Background: an optimization exercise with open tools, aiming at small area. Do not read the settings as production practice. In this exercise RTL edits were held to simulation tests only and were not proved equivalent to the original. Power figures rest on the tool's default switching activity, not on a simulated workload.

==> design.v <==
module poker (	Switches, Ack,
					Check, Bet, Call, Fold,
					Clk, Reset,  SCEN,
					Card1, Card2, Card3, Card4, Card5,
					Player1card1, Player1card2, Player2card1, Player2card2,
					Player1balance, Player2balance,
					PlayerTurn, DispCards, Winner, Gameover,
					Player1state, Player2state, Betting);
input Ack, Clk, Reset, Check, Bet, Call, Fold;
input [7:0] Switches;
input SCEN;
output [3:0] Card1, Card2, Card3, Card4, Card5, Player1card1, Player1card2, Player2card1, Player2card2;
output [7:0] Player1balance, Player2balance;
output PlayerTurn;
output DispCards;
output Winner;
output Gameover;
output [5:0] Player1state;
output [5:0] Player2state;
output Betting;
reg [5:0] state;
reg [3:0] card1, card2, card3, card4, card5, player1card1, player1card2, player2card1, player2card2;
reg playerTurn;
reg dispCards;
reg gameover;
reg winner;
reg betting;
reg [7:0] player1balance, player2balance, betLimit, bet, pot;
reg [5:0] player1state;
reg [5:0] player2state;
reg flag;
reg [3:0] player1_data [0:6];
reg [3:0] player2_data [0:6];
reg [3:0] player1highcard;
reg [3:0] player2highcard;
reg [2:0] player1hand;
reg [2:0] player2hand;
reg player1sorted;
reg player2sorted;
reg player1High;
reg player2High;
reg [9:0] randomNum;
reg [9:0] rnd;
reg [3:0] srt [0:6];
reg [3:0] tmp;
reg [2:0] numpairs;
reg [2:0] hand_t;
reg [3:0] high_t;
integer i, j;
localparam
START   = 6'b000001,
HAND	= 6'b000010,
THREE	= 6'b000100,
FOUR    = 6'b001000,
FIVE    = 6'b010000,
WINNER  = 6'b100000,
NOMOVE  =   6'b000001,
CHECK   =   6'b000010,
BET	    =   6'b000100,
CALL    =   6'b001000,
FOLD    =   6'b010000,
IN 		=	6'b100000,
HIGHCARD    =   3'b000,
PAIR        =   3'b001,
TWOPAIR     =   3'b010,
TRIPLE      =   3'b011,
STRAIGHT    =   3'b100,
FULLHOUSE   =   3'b101,
QUAD        =   3'b110;
function [9:0] shift;
	input [9:0] v;
	shift = {v[8:0], v[9] ^ v[6]};
endfunction
function [3:0] draw;
	input [9:0] v;
	draw = v % 13 + 2;
endfunction
task rank;
	input [3:0] d0, d1, d2, d3, d4, d5, d6;
	output [2:0] hnd;
	output [3:0] hc;
	integer k;
	reg [3:0] d [0:6];
	begin
		d[0] = d0; d[1] = d1; d[2] = d2; d[3] = d3; d[4] = d4; d[5] = d5; d[6] = d6;
		if(d[0] == d[3] || d[1] == d[4] || d[2] == d[5] || d[3] == d[6])
		begin
			hnd = QUAD;
			hc = d[6];
		end
		else if((d[6] == d[4] && (d[3] == d[2] || d[2] == d[1] || d[1] == d[0]))
		|| (d[5] == d[3] && (d[2] == d[1] || d[1] == d[0])))
		begin
			hnd = FULLHOUSE;
			hc = d[6];
		end
		else if((d[4] == d[2] && (d[6] == d[5] || d[1] == d[0]))
		|| (d[3] == d[1] && (d[6] == d[5] || d[5] == d[4]))
		|| (d[2] == d[0] && (d[6] == d[5] || d[5] == d[4] || d[4] == d[3])))
		begin
			hnd = FULLHOUSE;
			if(d[6] == d[5])
				hc = d[6];
			else if(d[5] == d[4])
				hc = d[5];
			else
				hc = d[4];
		end
		else if(d[5] + 4'd1 == d[6] && d[4] + 4'd1 == d[5] && d[2] + 4'd1 == d[3] && d[3] + 4'd1 == d[4])
		begin
			hnd = STRAIGHT;
			hc = d[6];
		end
		else if(d[4] + 4'd1 == d[5] && d[1] + 4'd1 == d[2] && d[2] + 4'd1 == d[3] && d[3] + 4'd1 == d[4])
		begin
			hnd = STRAIGHT;
			hc = d[5];
		end
		else if(d[0] + 4'd1 == d[1] && d[1] + 4'd1 == d[2] && d[2] + 4'd1 == d[3] && d[3] + 4'd1 == d[4])
		begin
			hnd = STRAIGHT;
			hc = d[4];
		end
		else if(d[0] == d[2] || d[1] == d[3] || d[2] == d[4] || d[3] == d[5] || d[4] == d[6])
		begin
			hnd = TRIPLE;
			hc = d[6];
		end
		else if(d[0] == d[1] || d[1] == d[2] || d[2] == d[3] || d[3] == d[4] || d[4] == d[5] || d[6] == d[5])
		begin
			numpairs = 0;
			for (k = 1; k < 7; k = k + 1)
				if(d[k] == d[k-1])
					numpairs = numpairs + 1;
			hnd = (numpairs > 1) ? TWOPAIR : PAIR;
			hc = d[6];
		end
		else
		begin
			hnd = HIGHCARD;
			hc = d[6];
		end
	end
endtask
wire NEXT_TURN = player1state == CALL || player2state == CALL || (player1state == CHECK && player2state == CHECK);
wire END_GAME = player1state == FOLD || player2state == FOLD;
task betting_round;
	begin
		if(playerTurn == 0)
		begin
			if(player1state == BET)
			begin
				bet <= Switches;
				if(Bet && SCEN)
				begin
					player1state <= NOMOVE;	 
					betting <= 0;
				end
				else if(bet <= player1balance && bet > betLimit && Ack  && SCEN)  
				begin
					playerTurn <= 1;
					player1balance <= player1balance - bet;
					pot <= pot + bet;
					player1state <= IN;
					betLimit <= bet;
					betting <= 0;
				end
			end
			else
			begin
				if(Ack && SCEN)  
					dispCards <= !dispCards;
				if(player2state != NOMOVE && player2state != CHECK && Call && SCEN)
				begin
					playerTurn <= 1;
					dispCards <= 0;
					pot 			<= 	(player1balance > betLimit)	? pot + betLimit : pot + player1balance;
					player1balance 	<= 	(player1balance > betLimit)	? player1balance - betLimit : 0;
					player1state <= CALL;  
				end
				if(player1state != IN && Bet && SCEN)
				begin
					dispCards <= 0;
					player1state <= BET;  
					betting <= 1;
				end
				if((player2state == NOMOVE || player2state == CHECK) && player1state == NOMOVE && Check && SCEN)
				begin
					playerTurn <= 1;
					dispCards <= 0;
					player1state <= CHECK;  
				end
				if(Fold && SCEN)
				begin
					playerTurn <= 1;
					dispCards <= 0;
					player1state <= FOLD;  
				end
			end
		end
		else
		begin
			if(player2state == BET)
			begin
				bet <= Switches;
				if(Bet && SCEN)
				begin
					player2state <= NOMOVE;	 
					betting <= 0;
				end
				else if(bet <= player2balance && bet > betLimit && Ack && SCEN)  
				begin
					playerTurn <= 0;
					player2balance <= player2balance - bet;
					pot <= pot + bet;
					player2state <= IN;
					betLimit <= bet;
					betting <= 0;
				end
			end
			else
			begin
				if(Ack && SCEN)  
					dispCards <= !dispCards;
				if(player1state != NOMOVE && player1state != CHECK && Call && SCEN)  
				begin
					playerTurn <= 0;
					dispCards <= 0;
					pot 			<= 	(player2balance > betLimit)	? pot + betLimit : pot + player2balance;
					player2balance 	<= 	(player2balance > betLimit)	? player2balance - betLimit : 0;
					player2state <= CALL;  
				end
				if(player2state != IN && Bet && SCEN)  
				begin
					dispCards <= 0;
					player2state <= BET;  
					betting <= 1;
				end
				if((player1state == NOMOVE || player1state == CHECK) && player2state == NOMOVE && Check && SCEN)  
				begin
					playerTurn <= 0;
					dispCards <= 0;
					player2state <= CHECK;  
				end
				if(Fold && SCEN)  
				begin
					playerTurn <= 0;
					dispCards <= 0;
					player2state <= FOLD;  
				end
			end
		end
	end
endtask
always @(posedge Clk, posedge Reset)
  begin  : CU_n_DU
    if (Reset)
       begin
           state <= START;
           playerTurn <= 0;
           card1 <= 0;
           card2 <= 0;
           card3 <= 0;
           card4 <= 0;
           card5 <= 0;
           player1card1 <= 0;
           player1card2 <= 0;
           player2card1 <= 0;
           player2card2 <= 0;
           player1state <= NOMOVE;
           player2state <= NOMOVE;
           flag <= 0;
           dispCards <= 0;
           player1sorted <= 0;
           player2sorted <= 0;
           player1High <= 0;
           player2High <= 0;
           gameover <= 0;
           winner <= 0;
           betting <= 0;
           for (i = 0; i < 7; i = i + 1)
           begin
               player1_data[i] <= 0;
               player2_data[i] <= 0;
           end
           player1hand <= 0;
           player2hand <= 0;
           player1highcard <= 0;
           player2highcard <= 0;
			player1balance 		<= 		255;  
			player2balance 		<= 		255;
			betLimit 			<= 		8'b00000000;
			bet 				<= 		8'b00000000;
			pot 				<= 		8'b00000000;
            randomNum           <=      10'b1010110101;
       end
    else
       begin
         rnd = shift(randomNum);
         case (state)
            START :
              begin
                  rnd = shift(shift(rnd));
                  if (SCEN && Ack)
                     state <= HAND;
                    playerTurn <= 0;
                    card1 <= 0;
                    card2 <= 0;
                    card3 <= 0;
                    card4 <= 0;
                    card5 <= 0;
                    player1card1 <= 0;
                    player1card2 <= 0;
                    player2card1 <= 0;
                    player2card2 <= 0;
                    player1state <= NOMOVE;
                    player2state <= NOMOVE;
                    flag <= 0;
                    dispCards <= 0;
                    player1sorted <= 0;
                    player2sorted <= 0;
                    player1High <= 0;
                    player2High <= 0;
                    gameover <= 0;
                    betting <= 0;
                    for (i = 0; i < 7; i = i + 1)
                    begin
                        player1_data[i] <= 0;
                        player2_data[i] <= 0;
                    end
					pot 		<= 8'b00000000;
					betLimit 	<= 8'b00000000;
            end
            HAND, THREE, FOUR, FIVE :
            begin
			if(flag == 0)
			begin
				flag <= 1;
				if (state == HAND)
				begin
					player1card1 <= draw(rnd);
					rnd = shift(rnd);
					player1card2 <= draw(rnd);
					rnd = shift(rnd);
					player2card1 <= draw(rnd);
					rnd = shift(rnd);
					player2card2 <= draw(rnd);
				end
				else if (state == THREE)
				begin
					card1 <= draw(rnd);
					rnd = shift(rnd);
					card2 <= draw(rnd);
					rnd = shift(rnd);
					card3 <= draw(rnd);
					rnd = shift(rnd);
				end
				else if (state == FOUR)
				begin
					card4 <= draw(rnd);
					rnd = shift(rnd);
				end
				else
				begin
					card5 <= draw(rnd);
					rnd = shift(rnd);
				end
			end
			else if (NEXT_TURN)
			begin
				state <= (state == HAND) ? THREE : (state == THREE) ? FOUR : (state == FOUR) ? FIVE : WINNER;
				flag <= 0;
				player1state <= NOMOVE;
				player2state <= NOMOVE;
				betLimit <= 0;
				playerTurn <= 0;
			end
			else if(END_GAME)
			begin
				state <= WINNER;
				flag <= 0;
				betLimit <= 0;
				if (state == HAND)
					betting <= 0;
			end
			else
				betting_round;
            end
            WINNER :
            begin
                if(SCEN && Ack && gameover == 1)
                begin
					if(player1balance != 0 && player2balance != 0)	 
					begin
                        player1state <= NOMOVE;
                        player2state <= NOMOVE;
						state <= START;
					end
                end
                if(flag == 0)
                begin
                    flag <= 1;
                    player1_data[0] <= card1;
                    player1_data[1] <= card2;
                    player1_data[2] <= card3;
                    player1_data[3] <= card4;
                    player1_data[4] <= card5;
                    player1_data[5] <= player1card1;
                    player1_data[6] <= player1card2;
                    player2_data[0] <= card1;
                    player2_data[1] <= card2;
                    player2_data[2] <= card3;
                    player2_data[3] <= card4;
                    player2_data[4] <= card5;
                    player2_data[5] <= player2card1;
                    player2_data[6] <= player2card2;
                end
                if(player1state == FOLD)
                begin
					player2balance <= player2balance + pot;
					pot <= 0;
					winner <= 1;
					gameover <= 1;
                end
                else if(player2state == FOLD)
                begin
					player1balance <= player1balance + pot;
					pot <= 0;
					winner <= 0;
					gameover <= 1;
				end
                else if (player1sorted == 0)
                begin
                    srt[0] = card1; srt[1] = card2; srt[2] = card3; srt[3] = card4;
                    srt[4] = card5; srt[5] = player1card1; srt[6] = player1card2;
                    for (i = 0; i < 6; i = i + 1)
                        for (j = 0; j < 6 - i; j = j + 1)
                            if (srt[j] > srt[j + 1])
                            begin
                                tmp = srt[j];
                                srt[j] = srt[j + 1];
                                srt[j + 1] = tmp;
                            end
                    for (i = 0; i < 7; i = i + 1)
                        player1_data[i] <= srt[i];
                    player1sorted <= 1;
                end
                else if (player2sorted == 0)
                begin
                    for (i = 0; i < 7; i = i + 1)
                        srt[i] = player2_data[i];
                    for (i = 0; i < 6; i = i + 1)
                        for (j = 0; j < 6 - i; j = j + 1)
                            if (srt[j] > srt[j + 1])
                            begin
                                tmp = srt[j];
                                srt[j] = srt[j + 1];
                                srt[j + 1] = tmp;
                            end
                    for (i = 0; i < 7; i = i + 1)
                        player2_data[i] <= srt[i];
                    player2sorted <= 1;
                end
                else if(player1High == 0)
                begin
                    rank(player1_data[0], player1_data[1], player1_data[2], player1_data[3],
                         player1_data[4], player1_data[5], player1_data[6], hand_t, high_t);
                    player1hand <= hand_t;
                    player1highcard <= high_t;
                    player1High <= 1;
                end
                else if(player2High == 0)
                begin
                    rank(player2_data[0], player2_data[1], player2_data[2], player2_data[3],
                         player2_data[4], player2_data[5], player2_data[6], hand_t, high_t);
                    player2hand <= hand_t;
                    player2highcard <= high_t;
                    player2High <= 1;
                end
              else
              begin
                  gameover <= 1;
                  if(player1hand > player2hand || (player1hand == player2hand && player1highcard >= player2highcard))
                  begin
                    winner <= 0;  
					player1balance <= player1balance + pot;
					pot <= 0;
                  end
                  else
                  begin
                    winner <= 1;  
					player2balance <= player2balance + pot;
					pot <= 0;
                  end
              end
            end
            default : ;
        endcase
        randomNum <= rnd;
    end
  end
assign Card1 = card1;
assign Card2 = card2;
assign Card3 = card3;
assign Card4 = card4;
assign Card5 = card5;
assign Player1card1 = player1card1;
assign Player1card2 = player1card2;
assign Player2card1 = player2card1;
assign Player2card2 = player2card2;
assign Player1balance = player1balance;
assign Player2balance = player2balance;
assign PlayerTurn = playerTurn;
assign DispCards = dispCards;
assign Winner = winner;
assign Gameover = gameover;
assign Player1state = player1state;
assign Player2state = player2state;
assign Betting = betting;
endmodule   
module poker_board (
	input        Clk,
	input        Reset,
	input  [7:0] Switches,
	input        SCEN,
	input        Ack,
	input        Check,
	input        Bet,
	input        Call,
	input        Fold,
	output [3:0] Card1, Card2, Card3, Card4, Card5,
	output [3:0] Player1card1, Player1card2, Player2card1, Player2card2,
	output [7:0] Player1balance, Player2balance,
	output       PlayerTurn,
	output       DispCards,
	output       Winner,
	output       Gameover,
	output [5:0] Player1state,
	output [5:0] Player2state,
	output       Betting,
	output [31:0] Digits
);
	poker poker (   .Switches(Switches),
						.Ack(Ack),
						.Check(Check), .Bet(Bet), .Call(Call), .Fold(Fold),
						.Clk(Clk), .Reset(Reset), .SCEN(SCEN),
						.Card1(Card1), .Card2(Card2), .Card3(Card3), .Card4(Card4), .Card5(Card5),
						.Player1card1(Player1card1), .Player1card2(Player1card2), .Player2card1(Player2card1),
						.Player2card2(Player2card2), .Player1balance(Player1balance), .Player2balance(Player2balance),
						.PlayerTurn(PlayerTurn), .DispCards(DispCards), .Winner(Winner), .Gameover(Gameover),
						.Player1state(Player1state), .Player2state(Player2state), .Betting(Betting));
	function [3:0] dig;
		input [7:0] v;
		dig = (v % 10 == 0) ? 4'b1010 : v % 10;
	endfunction
	reg [3:0] SSD7, SSD6, SSD5, SSD4, SSD3, SSD2, SSD1, SSD0;
	reg [7:0] tempBal, tempSwitches;
	always @ *
	begin
		tempBal = 8'd0;
		tempSwitches = 8'd0;
		if(Betting == 0 && Gameover == 0 )
		begin
			SSD7 = (PlayerTurn == 0) ? 4'b0001 : 4'b0010;  
			SSD6 = Card5;
			SSD5 = Card4;
			SSD4 = Card3;
			SSD3 = Card2;
			SSD2 = Card1;
			SSD1 = (DispCards == 0) ? 4'b0000 : (PlayerTurn == 0) ? Player1card2 : Player2card2;  
			SSD0 = (DispCards == 0) ? 4'b0000 : (PlayerTurn == 0) ? Player1card1 : Player2card1;  
		end
		else if ( Betting == 1 )
		begin
			tempBal = (Player1state == 6'b000100)? Player1balance : Player2balance;
			tempSwitches = Switches;
			SSD4 = dig(tempBal);
			tempBal = tempBal / 10;
			SSD5 = dig(tempBal);
			tempBal = tempBal / 10;
			SSD6 = dig(tempBal);
			tempBal = tempBal / 10;
			SSD7 = dig(tempBal);
			SSD0 = dig(tempSwitches);
			tempSwitches = tempSwitches / 10;
			SSD1 = dig(tempSwitches);
			tempSwitches = tempSwitches / 10;
			SSD2 = dig(tempSwitches);
			tempSwitches = tempSwitches / 10;
			SSD3 = dig(tempSwitches);
		end
		else	 
		begin
			SSD7 = 4'b1111;
			SSD6 = (Winner == 0) ? 4'b0001 : 4'b0010;
			SSD5 = 4'b0000;
			SSD4 = 4'b0000;
			tempBal = (Winner == 0) ? Player1balance : Player2balance;
			SSD0 = dig(tempBal);
			tempBal = tempBal / 10;
			SSD1 = dig(tempBal);
			tempBal = tempBal / 10;
			SSD2 = dig(tempBal);
			tempBal = tempBal / 10;
			SSD3 = dig(tempBal);
		end
	end
	assign Digits = {SSD7, SSD6, SSD5, SSD4, SSD3, SSD2, SSD1, SSD0};
endmodule
==> run.sh <==
#!/bin/bash
# synth_recipe.tcl (not shown) runs the flow's synth.tcl, then flattens the netlist and writes it again
# the make line also repeats each setting of config.mk as NAME=value (left out here)
make -C /OpenROAD-flow-scripts/flow DESIGN_CONFIG=/design/flow/config.mk WORK_HOME=/design/flow/orfs CLKGATE_MAP_FILE= SYNTH_SCRIPT=/design/flow/synth_recipe.tcl finish
==> config.mk <==
export PLATFORM = sky130hd
export DESIGN_NAME = poker_board
export DESIGN_NICKNAME = poker_board
export VERILOG_FILES = /design/flow/design.v
export SDC_FILE = /design/flow/constraint.sdc
export NUM_CORES = 4
export LEC_CHECK = 0
export CAP_MARGIN = 20
export CORE_MARGIN = 2
export CORE_UTILIZATION = 40
export SLEW_MARGIN = 20
==> constraint.sdc <==
create_clock -name core_clock -period 20.0 [get_ports {Clk}]
set_input_delay 4.0000 -clock core_clock [delete_from_list [all_inputs] [get_ports {Clk}]]
set_output_delay 4.0000 -clock core_clock [all_outputs]
set_load 0.01 [all_outputs]
==> metrics.yaml <==
status:
  status: "finished clean"
yosys:
  synth_compound_area_share_pct: 27.51
  synth_xor_area_share_pct: 9.140
  synth_area_leaders: "dfrtp_1, ha_1, mux2i_1, xnor2_1, a21oi_1"
  synth_common_cells: "nand2_1, a21oi_1, o21ai_0"
  ys_seq_elements: 184
  synthAdderAreaFrac_pct: 12.78
  async_reset_ff_share_pct: 100.0
  ys.warnings.count: 7
  yosysTopAreaCell: "dfrtp_1"
  synth_nets: 4631
  syn_area_mm2: 0.03133
  synth_most_common_cell: "nand2_1"
  synth-edff-count: 0
  synth_simple_gate_area_share_pct: 20.19
  synth_top_family_by_area: "compound AO/OA/AOI/OAI gates"
  syn_inst: 4311
  yosysTopAreaCellShare_pct: 12.70
  ys_types: 115
  synth_mux_area_share_pct: 9.064
  ys.flop_type: "dfrtp_1"
  yosysSeqAreaShare_pct: 14.79
  avgSynthCellArea_um2: 7.268
critical_path:
  crit_slowest_cell: "dfrtp_1"
  rr_startpoint: "poker.player2_data[0][1]$_DFFE_PP0P_"
  crit_fanout: 11
  setup.worst_path.end_class: "flop"
  crit_top_cell: "ha_1"
  crit_path_start: "poker.player2_data[0][1]$_DFFE_PP0P_"
  worst-endpoint-arrival_ns: 18.75
  crit_type: "flop to flop"
  cp-start-kind: "flop"
  cpPeakStageDelay_ns: 0.58
  required_ns: 20.34
global_route:
  antenna_found_initial: 2
  grt_max_degree: 66
  grt_usage_pct: 25.40
  grt_pass1_vias: 28363
  grt-ovfl-total: 0
  grt_pass1_wl_mm: 165.1
power:
  power.total_uw: 813.5
  peakVddDrop_mv: 0.07000
  power_density_mw_per_mm2: 23.93
  leakage_nw: 14.99
placement:
  port_buffers: 116
  gp_congestion: 0.9390
  placed_area_mm2: 0.03333
  dp.cells: 5279
  dpl.hpwl_mm: 82.15
  place_ws_ns: 0.7405
timing:
  finalHoldViolCount: 0
  whs_ns: 0.4917
  setup_ws_ns: 1.587
  relSlewSlack_pct: 31.23
  tns_ns: 0
  fin_crit_sh_pct: 92.06
  fin_crit_ns: 18.41
  setup_viol: 0
  report.final.slew_viol_count: 0
  tightest_slew_ns: 1.025
  max_freq_mhz: 54.31
  fin_skew_ns: 0.02696
clock_network:
  cts_sinks: 184
  cts.path.max_buffers: 2
  htree_num_levels: 4
  ctsRootBufferMaster: "clkbuf_16"
  cts.clk_slew.worst_paths_ns: 0.08
  cts_buffers: 17
  clkLatencyLatePin_ns: 0.51
  cts_tree: "done"
  ctsHoldBuffers: 0
min_path:
  min-delay-start: "poker.player2highcard[1]$_DFFE_PP0P_"
  min_path_type: "flop to flop"
detailed_routing:
  post_drt_via_cell_ratio: 5.968
  ant_nets: 0
  wl_per_cell_um: 19.98
  vias: 31697
  drt_iter0_drc: 2803
  drt-total-wl_mm: 106.1
  dr.pass1.iters: 6
  drcViolationCount: 0
floorplan:
  start_util_pct: 40.45
  core_region_area_mm2: 0.07747
  dieWidth_um: 283.9
  io_pins: 117
  num_rows: 102
  die_h_um: 283.9
  dieArea_mm2: 0.08059
cells_and_area:
  layout-drive-gt1-share_pct: 6.415
  multi_input_area_mm2: 0.02474
  stdcell_count: 5311
  regArea_mm2: 0.004638
  area_growth_pct: 8.490
  final_util_pct: 43.88
  final_net_count: 4578
  fill_cells: 7940
  design_area_mm2: 0.03399
  diodes: 0
flow_run:
  maxCapViolCount: 0
## sequential cells by signal, indices dropped and copies added (netlist names), 6 cells and up
register	count
poker.player1balance	8
poker.player2_data	28
poker.player1state	6
poker.betLimit	8
poker.player2balance	8
poker.pot	8
poker.player2state	6
poker.player1_data	28
poker.state	6
poker.randomNum	10
poker.bet	8
## worst max-delay path, delay by kind of cell, from the launching register on
kind,cells,cell delay [ns]
multiplexers,7,2.40
AND/OR/NAND/NOR,22,3.69
buffers and inverters,7,0.86
flip-flops,1,0.58
AO/OA/AOI/OAI,36,7.65
adder cells (fa/ha/maj),11,3.07
## worst paths after layout
path | to | slack, ns | depth (start not counted)
hold / removal | poker.player2highcard[1]$_DFFE_PP0P_ | 0.49 | 2
hold reg to reg | poker.player2highcard[1]$_DFFE_PP0P_ | 0.49 | 2
setup / recovery | poker.player2_data[1][3]$_DFFE_PP0P_ | 1.59 | 83
setup reg to reg | poker.player2_data[1][3]$_DFFE_PP0P_ | 1.59 | 83
max in group asynchronous | poker.flag$_DFFE_PP0N_ | 14.77 | 3
min in group asynchronous | poker.player2_data[6][1]$_DFFE_PP0P_ | 3.94 | 2
## logic make-up (layout without fill, tap and decap cells)
logic type | Yosys count | after routing
xor+xnor | 327 | 327
compound gates | 1341 | 1341
flops | 184 | 184
fa+ha+maj | 318 | 318
mux | 275 | 275
buf+inv | 536 | 496
simple gates | 1330 | 1330
## cells in the final DEF, fill, tap and decap left out, types with 22 or more instances in the layout
master / synthesis / routed
a22o_1: 22 / 22
nor2_1: 346 / 342
a31oi_1: 46 / 45
and2_1: 33 / 33
mux2i_1: 211 / 211
nor3_1: 64 / 63
o31ai_1: 43 / 43
o21ai_0: 352 / 350
dfstp_2: 25 / 25
clkdlybuf4s50_1: 0 / 116
o221ai_1: 34 / 34
nor2b_1: 68 / 68
a21oi_1: 367 / 366
nor4_1: 30 / 30
xnor2_1: 218 / 218
ha_1: 296 / 296
o211ai_1: 46 / 46
o21a_1: 29 / 29
buf_4: 2 / 58
mux2_2: 60 / 60
a211oi_1: 39 / 39
o22ai_1: 42 / 42
nand2b_1: 60 / 60
o21ai_1: 25 / 26
nand4_1: 46 / 46
nand3_1: 92 / 91
dfrtp_1: 159 / 157
inv_1: 279 / 278
a21o_1: 54 / 54
nand2_1: 452 / 452
a41o_1: 28 / 23
or3_1: 22 / 22
xor2_1: 109 / 108
## per-layer routing
| layer | GRT usage, % | vias to the layer above | wire length (um) | share of wire [%] |
|---|---|---|---|---|
| met3 | 4.051 | 140 | 7440 | 7.0 |
| met4 | 7.526 | 4 | 2921 | 2.8 |
| met2 | 39.39 | 1024 | 46190 | 44 |
| met5 | 0 | - | 27 | 0.025 |
| met1 | 36.02 | 15033 | 49530 | 47 |
| li1 | - | 15496 | - | - |
## area by class of cell
type	instances	share of cell area, %
multi-input cells	3591	72.79
flip-flops and latches	184	13.64
repair buffers	174	4.697
well taps	1040	3.828
inverters	290	3.232
clock buffers	17	1.251
clock inverters	15	0.5631
## what timing repair did
item,CTS,global route
gates resized for setup,0,14
endpoints found under the setup margin,0,16
buffers inserted,0,0
## power by group
group          internal, mW  leakage, nW  switching (mW)
combinational        0.0281         12.3          0.0500
clock                 0.171        0.299           0.192
sequential            0.372         2.43        0.000397

==> what the ideal ports hide <==
The flow's constraints put no driver on any port. The routed layout listed below was extracted and timed again, unchanged, in two steps. Step 1 sets driving cells, clkbuf_16 on the clock port and buf_2 on the other inputs (assumed; they add their load-dependent delay and slew). Step 2 adds t to the input delays and takes it off the output delays; t is the mean of the earliest and latest rising clock arrival at the registers after step 1. Input paths then give back, and output paths get back, about the clock's delay inside the block. Slacks: ideal / step 1 / step 2; pairs: ideal / step 1.
t (ns): 0.556
setup slack, ns: 1.587 / 1.587 / 1.587
slew at the worst register clock pin (ns): 0.09 / 0.09
After both steps setup and hold are still met in this run. For this run, drivers alone change the setup slack by 0.000 ns; drivers and shift together by 0.000 ns.
